Source: an optimization exercise on an open RTL-to-GDS flow (aim: low power). Production flows keep margins and buffers that such runs may drop.
Function was checked by simulation only, so behaviour that the tests miss may differ from the original.
The clock input has no modelled driver; a real chip could not lean on it and would need a root buffer or a full tree.
Power and IR drop assume default switching activity.

v18:
Design spi_ram_controller, start of the top module:
module spi_ram_controller #(parameter DATA_WIDTH_BYTES=4, parameter ADDR_BITS=16) (
    input clk,
    input rstn,
    input  spi_miso,
    output spi_select,
    output spi_mosi,
    input [ADDR_BITS-1:0]           addr_in,
    input [DATA_WIDTH_BYTES*8-1:0]  data_in,
    input                           start_read,
    input                           start_write,
    output [DATA_WIDTH_BYTES*8-1:0] data_out,
    output                          busy
);
Size: about 350 cells after synthesis, ~88 I/O pins, roughly 0.0024 mm^2 of cells after synthesis.
Settings: LEC_CHECK=0, ABC_AREA=1, CAP_MARGIN=20, CORE_MARGIN=2, CORE_UTILIZATION=40, SLEW_MARGIN=20; clock period 5.0 ns.
standard.sh (not shown) runs the stock make flow with config.mk's settings and CLKGATE_MAP_FILE= SYNTH_SCRIPT=/design/flow/synth_recipe.tcl, a recipe that flattens the netlist after the stock synthesis.
==> flow/flow/run.sh <==
#!/bin/bash
# Standard ORFS layout with power-oriented options:
#  - own clock tree: the clock port drives a few buffers, one per cluster of clock sinks
#  - port buffers of the smallest buffer cell
set -euo pipefail
HERE=$(cd "$(dirname "$0")" && pwd)
export PRE_CTS_TCL=$HERE/pre_cts.tcl
export MY_CLK_CLUSTERS=4
export MY_CLK_SLEW_NS=0.11
export MY_CLK_SHRINK=1.0
export BUFFER_PORTS_ARGS="-buffer_cell sky130_fd_sc_hd__buf_1"
bash standard.sh > standard.log 2>&1
==> flow/flow/clock_tree.tcl <==
# Clock tree for a small design: the clock port drives up to K buffers directly, each buffer
# drives one cluster of clock sinks (k-means on sink positions). Each buffer gets the smallest
# size whose sinks' clock slew stays under a target.
proc my_clock_tree {K target_ns {shrink 0}} {
  set block [ord::get_db_block]
  set db [ord::get_db]
  set net [$block findNet clk]
  set its {}
  set pts {}
  foreach it [$net getITerms] {
    set b [[$it getInst] getBBox]
    lappend its $it
    lappend pts [list [expr {([$b xMin] + [$b xMax]) / 2.0}] [expr {([$b yMin] + [$b yMax]) / 2.0}]]
  }
  set n [llength $pts]
  set cap [expr {($n + $K - 1) / $K + 1}]
  set order [lsort -real -indices [lmap p $pts {expr {[lindex $p 0] + [lindex $p 1]}}]]
  set cs {}
  for {set k 0} {$k < $K} {incr k} {
    lappend cs [lindex $pts [lindex $order [expr {int(($k + 0.5) * $n / $K)}]]]
  }
  for {set iter 0} {$iter < 30} {incr iter} {
    # balanced assignment: nearest free cluster first, at most cap sinks per cluster
    set trip {}
    set i 0
    foreach p $pts {
      for {set k 0} {$k < $K} {incr k} {
        set c [lindex $cs $k]
        lappend trip [list [expr {abs([lindex $p 0] - [lindex $c 0]) + abs([lindex $p 1] - [lindex $c 1])}] $i $k]
      }
      incr i
    }
    set asg [lrepeat $n -1]
    set fill [lrepeat $K 0]
    foreach t [lsort -real -index 0 $trip] {
      lassign $t d i k
      if {[lindex $asg $i] >= 0 || [lindex $fill $k] >= $cap} continue
      lset asg $i $k
      lset fill $k [expr {[lindex $fill $k] + 1}]
    }
    set ncs {}
    for {set k 0} {$k < $K} {incr k} {
      set xs {}; set ys {}
      foreach p $pts a $asg { if {$a == $k} { lappend xs [lindex $p 0]; lappend ys [lindex $p 1] } }
      if {[llength $xs] == 0} { lappend ncs [lindex $cs $k]; continue }
      set xs [lsort -real $xs]; set ys [lsort -real $ys]
      set m [expr {[llength $xs] / 2}]
      lappend ncs [list [lindex $xs $m] [lindex $ys $m]]
    }
    if {$ncs eq $cs} break
    set cs $ncs
  }
  set sizes {sky130_fd_sc_hd__clkbuf_2 sky130_fd_sc_hd__clkbuf_4 sky130_fd_sc_hd__clkbuf_8 sky130_fd_sc_hd__clkbuf_16}
  set bufs {}
  for {set k 0} {$k < $K} {incr k} {
    set inst [odb::dbInst_create $block [$db findMaster [lindex $sizes 0]] clkbuf_my_$k]
    set newnet [odb::dbNet_create $block clknet_my_$k]
    $newnet setSigType CLOCK
    foreach it $its a $asg { if {$a == $k} { $it disconnect; $it connect $newnet } }
    [$inst findITerm A] connect $net
    [$inst findITerm X] connect $newnet
    set c [lindex $cs $k]
    $inst setLocation [expr {int([lindex $c 0])}] [expr {int([lindex $c 1])}]
    # pull the cluster's cells towards its buffer (shrink 0 leaves them where they are);
    # the detailed placement that follows in cts.tcl makes the placement legal again
    if {$shrink > 0} {
      foreach it $its a $asg p $pts {
        if {$a != $k} continue
        set i [$it getInst]
        lassign [$i getLocation] x y
        set nx [expr {int($x - $shrink * ([lindex $p 0] - [lindex $c 0]))}]
        set ny [expr {int($y - $shrink * ([lindex $p 1] - [lindex $c 1]))}]
        $i setLocation $nx $ny
      }
    }
    $inst setPlacementStatus PLACED
    lappend bufs $inst
  }
  if {$shrink > 0} { detailed_placement }
  set_propagated_clock [all_clocks]
  for {set round 0} {$round < 4} {incr round} {
    estimate_parasitics -placement
    set changed 0
    foreach inst $bufs {
      set worst 0
      foreach it [[[$inst findITerm X] getNet] getITerms] {
        if {[$it isOutputSignal]} continue
        set pin [get_pins [[$it getInst] getName]/[[$it getMTerm] getName]]
        foreach e {rise fall} { foreach a {min max} {
          set s [get_property $pin slew_${a}_$e]
          if {$s > $worst} { set worst $s }
        } }
      }
      set cur [[$inst getMaster] getName]
      set i [lsearch $sizes $cur]
      if {$worst > $target_ns && $i < [llength $sizes] - 1} {
        $inst swapMaster [$db findMaster [lindex $sizes [expr {$i + 1}]]]
        set changed 1
      }
      puts "my_clock_tree: round $round [$inst getName] $cur worst slew $worst"
    }
    if {!$changed} break
  }
}
==> flow/flow/pre_cts.tcl <==
# Runs inside ORFS's cts.tcl before clock_tree_synthesis: builds the clock tree here and
# turns the clock_tree_synthesis call that follows into a no-op.
source [file join [file dirname [info script]] clock_tree.tcl]
my_clock_tree $::env(MY_CLK_CLUSTERS) $::env(MY_CLK_SLEW_NS) $::env(MY_CLK_SHRINK)
rename clock_tree_synthesis orfs_clock_tree_synthesis
proc clock_tree_synthesis {args} {
  puts "clock_tree_synthesis skipped: the clock tree was built by pre_cts.tcl"
  set_propagated_clock [all_clocks]
}
v18 finished end to end and its layout was clean on timing, DRC and antenna.
For v38, these inputs were changed with respect to v18:
-- flow/flow/run.sh --
<<< v18, line 8
export MY_CLK_CLUSTERS=4
>>> v38, line 8
export MY_CLK_CLUSTERS=3
<<< v18, line 10
export MY_CLK_SHRINK=1.0
>>> v38, line 10
export MY_CLK_SHRINK=0.5
## What came out
v38 vs v18, clock network fraction of total power went up by 1.1 points.
Sort v18 and v38 by met3 layer usage reported by global route, ascending, and v38 comes first.
Comparing v18 and v38, the lower final routed wirelength across all metal layers is on v38.
## Diff of input files: v6 against v38
-- flow/flow/run.sh --
<<< v38, line 8
export MY_CLK_CLUSTERS=3
export MY_CLK_SLEW_NS=0.11
export MY_CLK_SHRINK=0.5
>>> v6, line 8
export MY_CLK_CLUSTERS=4
export MY_CLK_SLEW_NS=0.115
-- flow/flow/clock_tree.tcl --
<<< v38, line 4
proc my_clock_tree {K target_ns {shrink 0}} {
>>> v6, line 4
proc my_clock_tree {K target_ns} {
<<< v38, line 64
    # pull the cluster's cells towards its buffer (shrink 0 leaves them where they are);
    # the detailed placement that follows in cts.tcl makes the placement legal again
    if {$shrink > 0} {
      foreach it $its a $asg p $pts {
        if {$a != $k} continue
        set i [$it getInst]
        lassign [$i getLocation] x y
        set nx [expr {int($x - $shrink * ([lindex $p 0] - [lindex $c 0]))}]
        set ny [expr {int($y - $shrink * ([lindex $p 1] - [lindex $c 1]))}]
        $i setLocation $nx $ny
      }
    }
>>> v6, line 64
<<< v38, line 79
  if {$shrink > 0} { detailed_placement }
>>> v6, line 67
-- flow/flow/pre_cts.tcl --
<<< v38, line 4
my_clock_tree $::env(MY_CLK_CLUSTERS) $::env(MY_CLK_SLEW_NS) $::env(MY_CLK_SHRINK)
>>> v6, line 4
my_clock_tree $::env(MY_CLK_CLUSTERS) $::env(MY_CLK_SLEW_NS)
Results
Going from v38 to v6, routed via count down 1.7%, count of input and output buffers flat, post-route standard cell area excluding fillers flat, total track usage down 2.4 points. Comparing v6 and v38, clock network fraction of total power is lower on v38.
[inputs] v27 vs v6
-- flow/flow/run.sh --
<<< v6, line 8
export MY_CLK_CLUSTERS=4
export MY_CLK_SLEW_NS=0.115
>>> v27, line 8
export MY_CLK_CLUSTERS=3
export MY_CLK_SLEW_NS=0.11
export MY_CLK_SHRINK=0.7
-- flow/flow/clock_tree.tcl --
<<< v6, line 4
proc my_clock_tree {K target_ns} {
>>> v27, line 4
proc my_clock_tree {K target_ns {shrink 0}} {
<<< v6, line 64
>>> v27, line 64
    # pull the cluster's cells towards its buffer (shrink 0 leaves them where they are);
    # the detailed placement that follows in cts.tcl makes the placement legal again
    if {$shrink > 0} {
      foreach it $its a $asg p $pts {
        if {$a != $k} continue
        set i [$it getInst]
        lassign [$i getLocation] x y
        set nx [expr {int($x - $shrink * ([lindex $p 0] - [lindex $c 0]))}]
        set ny [expr {int($y - $shrink * ([lindex $p 1] - [lindex $c 1]))}]
        $i setLocation $nx $ny
      }
    }
<<< v6, line 67
>>> v27, line 79
  if {$shrink > 0} { detailed_placement }
-- flow/flow/pre_cts.tcl --
<<< v6, line 4
my_clock_tree $::env(MY_CLK_CLUSTERS) $::env(MY_CLK_SLEW_NS)
>>> v27, line 4
my_clock_tree $::env(MY_CLK_CLUSTERS) $::env(MY_CLK_SLEW_NS) $::env(MY_CLK_SHRINK)
--- outcome ---
Number of non-filler instances in the completed layout of v6 is on par with v27. Headroom to the max-slew limit for v27: 0.24 points down relative to v6. Summary of v27 over v6: total detailed-routing wirelength rose 25%; final setup slack of the worst path now sits higher; number of tap cells inserted held. Per the comparison of v27 with v6, sequential power moved up, global-route usage over all layers saw an increase, final cell area excluding filler cells dropped 0.49%, total power of the final layout shrank by about 2%, total number of vias moved up.
Relative to v27, the following input files were edited for v26:
-- flow/flow/run.sh --
<<< v27, line 8
export MY_CLK_CLUSTERS=3
export MY_CLK_SLEW_NS=0.11
export MY_CLK_SHRINK=0.7
>>> v26, line 8
export MY_CLK_CLUSTERS=4
export MY_CLK_SLEW_NS=0.115
-- flow/flow/clock_tree.tcl --
<<< v27, line 4
proc my_clock_tree {K target_ns {shrink 0}} {
>>> v26, line 4
proc my_clock_tree {K target_ns} {
<<< v27, line 64
    # pull the cluster's cells towards its buffer (shrink 0 leaves them where they are);
    # the detailed placement that follows in cts.tcl makes the placement legal again
    if {$shrink > 0} {
      foreach it $its a $asg p $pts {
        if {$a != $k} continue
        set i [$it getInst]
        lassign [$i getLocation] x y
        set nx [expr {int($x - $shrink * ([lindex $p 0] - [lindex $c 0]))}]
        set ny [expr {int($y - $shrink * ([lindex $p 1] - [lindex $c 1]))}]
        $i setLocation $nx $ny
      }
    }
>>> v26, line 64
<<< v27, line 79
  if {$shrink > 0} { detailed_placement }
>>> v26, line 67
-- flow/flow/pre_cts.tcl --
<<< v27, line 4
my_clock_tree $::env(MY_CLK_CLUSTERS) $::env(MY_CLK_SLEW_NS) $::env(MY_CLK_SHRINK)
>>> v26, line 4
my_clock_tree $::env(MY_CLK_CLUSTERS) $::env(MY_CLK_SLEW_NS)
-- flow/config.mk --
<<< v27, line 9
export CAP_MARGIN = 20
>>> v26, line 9
export CAP_MARGIN = 0
<<< v27, line 12
export SLEW_MARGIN = 20
>>> v26, line 12
export SLEW_MARGIN = 0
Changes observed in v26 relative to v27: met1 track utilization from global routing went down by 8.9 points, met2 routed wirelength down about 20%.
Taking v27 as the reference, in v26 switching power decreased 0.50%, final area increased 0.49%.
Diff v26 and v27: global-route usage lower in v26
v26: setup slack is 0.0082 ns lower than what v27 reported.
v26: sequential group share of total power 2.0 points below v27
Wire length on met1 ends up higher on v27.
Between v27 and v26, the filler-free cell count of the finished design does not differ in any meaningful way.
v26: done, clean on timing, DRC and antenna
Compared with v27, v26 shows via count lower by about 3.5%.
In every run of this note, the design's own scripts or RTL, not TritonCTS, make the clock network.
